What follows belongs to an exercise in optimizing a design on an open flow for small area; a production flow would make more cautious choices.
At most, simulation tests tie the RTL to the original design; equivalence was not proved.
The clock input has no modelled driver; a real chip could not lean on it and would need a root buffer or a full tree.
No activity file was given, so power comes from the tool's default toggle rates.

the previous run:
==> flow/design.v (excerpt) <==
module Zad_8_1(
       input logic [15:0] input0,
       output logic [23:0] output0,
       input logic clk,
       input logic rst,
       input logic start,
       output logic ready
    );
logic [15:0] d;     
logic [15:0] rn;    
logic [17:0] q;     
logic [4:0] cnt;    
logic done, clr, qb, hi;
logic [15:0] r0n;           
logic [16:0] tn, dx, sn;    
logic [17:0] k;             
assign done = (cnt == 5'b00011);         
assign clr = done | (cnt == 5'b00000);   
assign tn = {rn, 1'b1};
assign dx = {1'b0, d};
assign k[0] = 1'b0;
genvar i;
generate for (i = 0; i < 17; i++) begin : g_sub
    assign sn[i] = tn[i] ^ dx[i] ^ k[i];
    assign k[i+1] = (tn[i] & dx[i]) | (tn[i] & k[i]) | (dx[i] & k[i]);
end endgenerate
assign qb = ~k[17];    
always_ff @(posedge clk) begin
    if (start) d <= input0;
    if (clr)     rn <= r0n;
    else if (qb) rn <= sn[15:0];
    else         rn <= tn[15:0];
    q <= {q[16:0], qb};
    if (rst)                cnt <= 5'b00000;
    else if (start)         cnt <= 5'b00001;
    else if (done)          cnt <= 5'b00000;
    else                    cnt <= {cnt[3:0], cnt[4] ^ cnt[2]};
end
assign r0n = {14'h3FFF, (input0[15:2] == 14'd0) & (input0[1] ^ input0[0]), 1'b1};
assign hi = (d[15:2] == 14'd0);          
assign ready = done;
assign output0 = {{4{hi & ~d[1] & ~d[0]}}, hi & ~d[1], hi & ~d[0], q};
endmodule
Size in the first run: ~160 cells after synthesis, ~55 flip-flops, about 44 I/O pins.
==> module Zad_8_1, before the edit <==
module Zad_8_1(
       input logic [15:0] input0,
       output logic [23:0] output0,
       input logic clk,
       input logic rst,
       input logic start,
       output logic ready
    );
logic [15:0] d;     
logic [15:0] rn;    
logic [17:0] q;     
logic [4:0] cnt;    
logic done, clr, qb, hi;
logic [15:0] r0n;           
logic [16:0] tn, dx, sn;    
logic [17:0] k;             
assign done = (cnt == 5'b00011);         
assign clr = done | (cnt == 5'b00000);   
assign tn = {rn, 1'b1};
assign dx = {1'b0, d};
assign k[0] = 1'b0;
genvar i;
generate for (i = 0; i < 17; i++) begin : g_sub
    assign sn[i] = tn[i] ^ dx[i] ^ k[i];
    assign k[i+1] = (tn[i] & dx[i]) | (tn[i] & k[i]) | (dx[i] & k[i]);
end endgenerate
assign qb = ~k[17];    
always_ff @(posedge clk) begin
    if (start) d <= input0;
    if (clr)     rn <= r0n;
    else if (qb) rn <= sn[15:0];
    else         rn <= tn[15:0];
    q <= {q[16:0], qb};
    if (rst)                cnt <= 5'b00000;
    else if (start)         cnt <= 5'b00001;
    else if (done)          cnt <= 5'b00000;
    else                    cnt <= {cnt[3:0], cnt[4] ^ cnt[2]};
end
assign r0n = {14'h3FFF, (input0[15:2] == 14'd0) & (input0[1] ^ input0[0]), 1'b1};
assign hi = (d[15:2] == 14'd0);          
assign ready = done;
assign output0 = {{4{hi & ~d[1] & ~d[0]}}, hi & ~d[1], hi & ~d[0], q};
endmodule
Settings: LEC_CHECK=0, CAP_MARGIN=20, CORE_MARGIN=2, CORE_UTILIZATION=40, SLEW_MARGIN=20; clock period 7.0 ns.
standard.sh (not shown) runs the stock make flow with config.mk's settings and CLKGATE_MAP_FILE= SYNTH_SCRIPT=/design/flow/synth_recipe.tcl, a recipe that flattens the netlist after the stock synthesis.
==> flow/flow/run.sh <==
#!/bin/bash
# The standard layout (standard.sh), with buf_1 cells as the port buffers and
# a one-level clock distribution (flow/clkn.tcl) in place of TritonCTS.
export OWN_FLOW_DIR=$(pwd)/flow
export BUFFER_PORTS_ARGS="-buffer_cell sky130_fd_sc_hd__buf_1"
export PRE_CTS_TCL=$OWN_FLOW_DIR/cts_pre.tcl
export CLK_NBUF=2
export CLK_BUF=sky130_fd_sc_hd__clkbuf_16
bash standard.sh > standard.log 2>&1
Other scripts of this flow, unchanged in this note and not shown: flow/flow/clkn.tcl, flow/flow/cts_pre.tcl
Modified inputs, the current run compared to the previous run
==> flow/design.v, changed modules only <==
module Zad_8_1(
       input logic [15:0] input0,
       output logic [23:0] output0,
       input logic clk,
       input logic rst,
       input logic start,
       output logic ready
    );
logic [15:0] d;     
logic [15:0] rn;    
logic [18:0] q;     
logic [4:0] cnt;    
logic done, clr, qb, hi;
logic [16:0] tn, dx, sn;    
logic [17:0] k;             
assign done = (cnt == 5'b00110);         
assign clr = done | (cnt == 5'b00000);   
assign tn = {rn, 1'b1};
assign dx = {1'b0, d};
assign k[0] = 1'b0;
genvar i;
generate for (i = 0; i < 17; i++) begin : g_sub
    assign sn[i] = tn[i] ^ dx[i] ^ k[i];
    assign k[i+1] = (tn[i] & dx[i]) | (tn[i] & k[i]) | (dx[i] & k[i]);
end endgenerate
assign qb = ~k[17];    
always_ff @(posedge clk) begin
    if (start) d <= input0;
    if (clr)     rn <= {15'h7FFF, input0 == 16'd1};
    else if (qb) rn <= sn[15:0];
    else         rn <= tn[15:0];
    q <= {q[17:0], qb};
    if (rst)                cnt <= 5'b00000;
    else if (start)         cnt <= 5'b00001;
    else if (done)          cnt <= 5'b00000;
    else                    cnt <= {cnt[3:0], cnt[4] ^ cnt[2]};
end
assign hi = (d[15:1] == 15'd0);          
assign ready = done;
assign output0 = {{4{hi & ~d[0]}}, hi, q};
endmodule
The current run against the previous run: final cell count went down by about 1.1%; logic depth of the worst register-to-register path went up by 2.
The current run vs. the previous run: number of global-route vias before repair moved down, global-route usage moved down, footprint of the multi-input gates moved down, combinational group power moved up, wire length reported by the detailed router moved down.
Per the comparison of the current run with the previous run, total power draw up 3.3%, worst setup slack up 0.064 ns.
Only the layout flow was run in the previous run; the RTL was not checked for function there. No run of this note takes its clock network from TritonCTS; it comes from the design's own scripts or RTL.

## static timing again, ports no longer ideal
No port has a modelled driver above. Below, the same layouts with a new extraction and two added sets of constraints.
Step 1 assumes that a clkbuf_16 drives the clock port and a buf_2 every other input.
Step 2 also shifts input and output timing later by t, the mid clock arrival at the registers, as if the neighbouring blocks saw the same clock.
a / b / c = ideal ports / drivers / drivers and shift; a / b = the first two.
run | shift t [ns] | setup WS [ns] | hold WS [ns]
the previous run | 0.202 | 0.281 / 0.281 / 0.281 | 0.357 / 0.357 / 0.357
the current run | 0.203 | 0.345 / 0.345 / 0.345 | 0.355 / 0.355 / 0.355
After both steps every run listed still meets setup and hold.
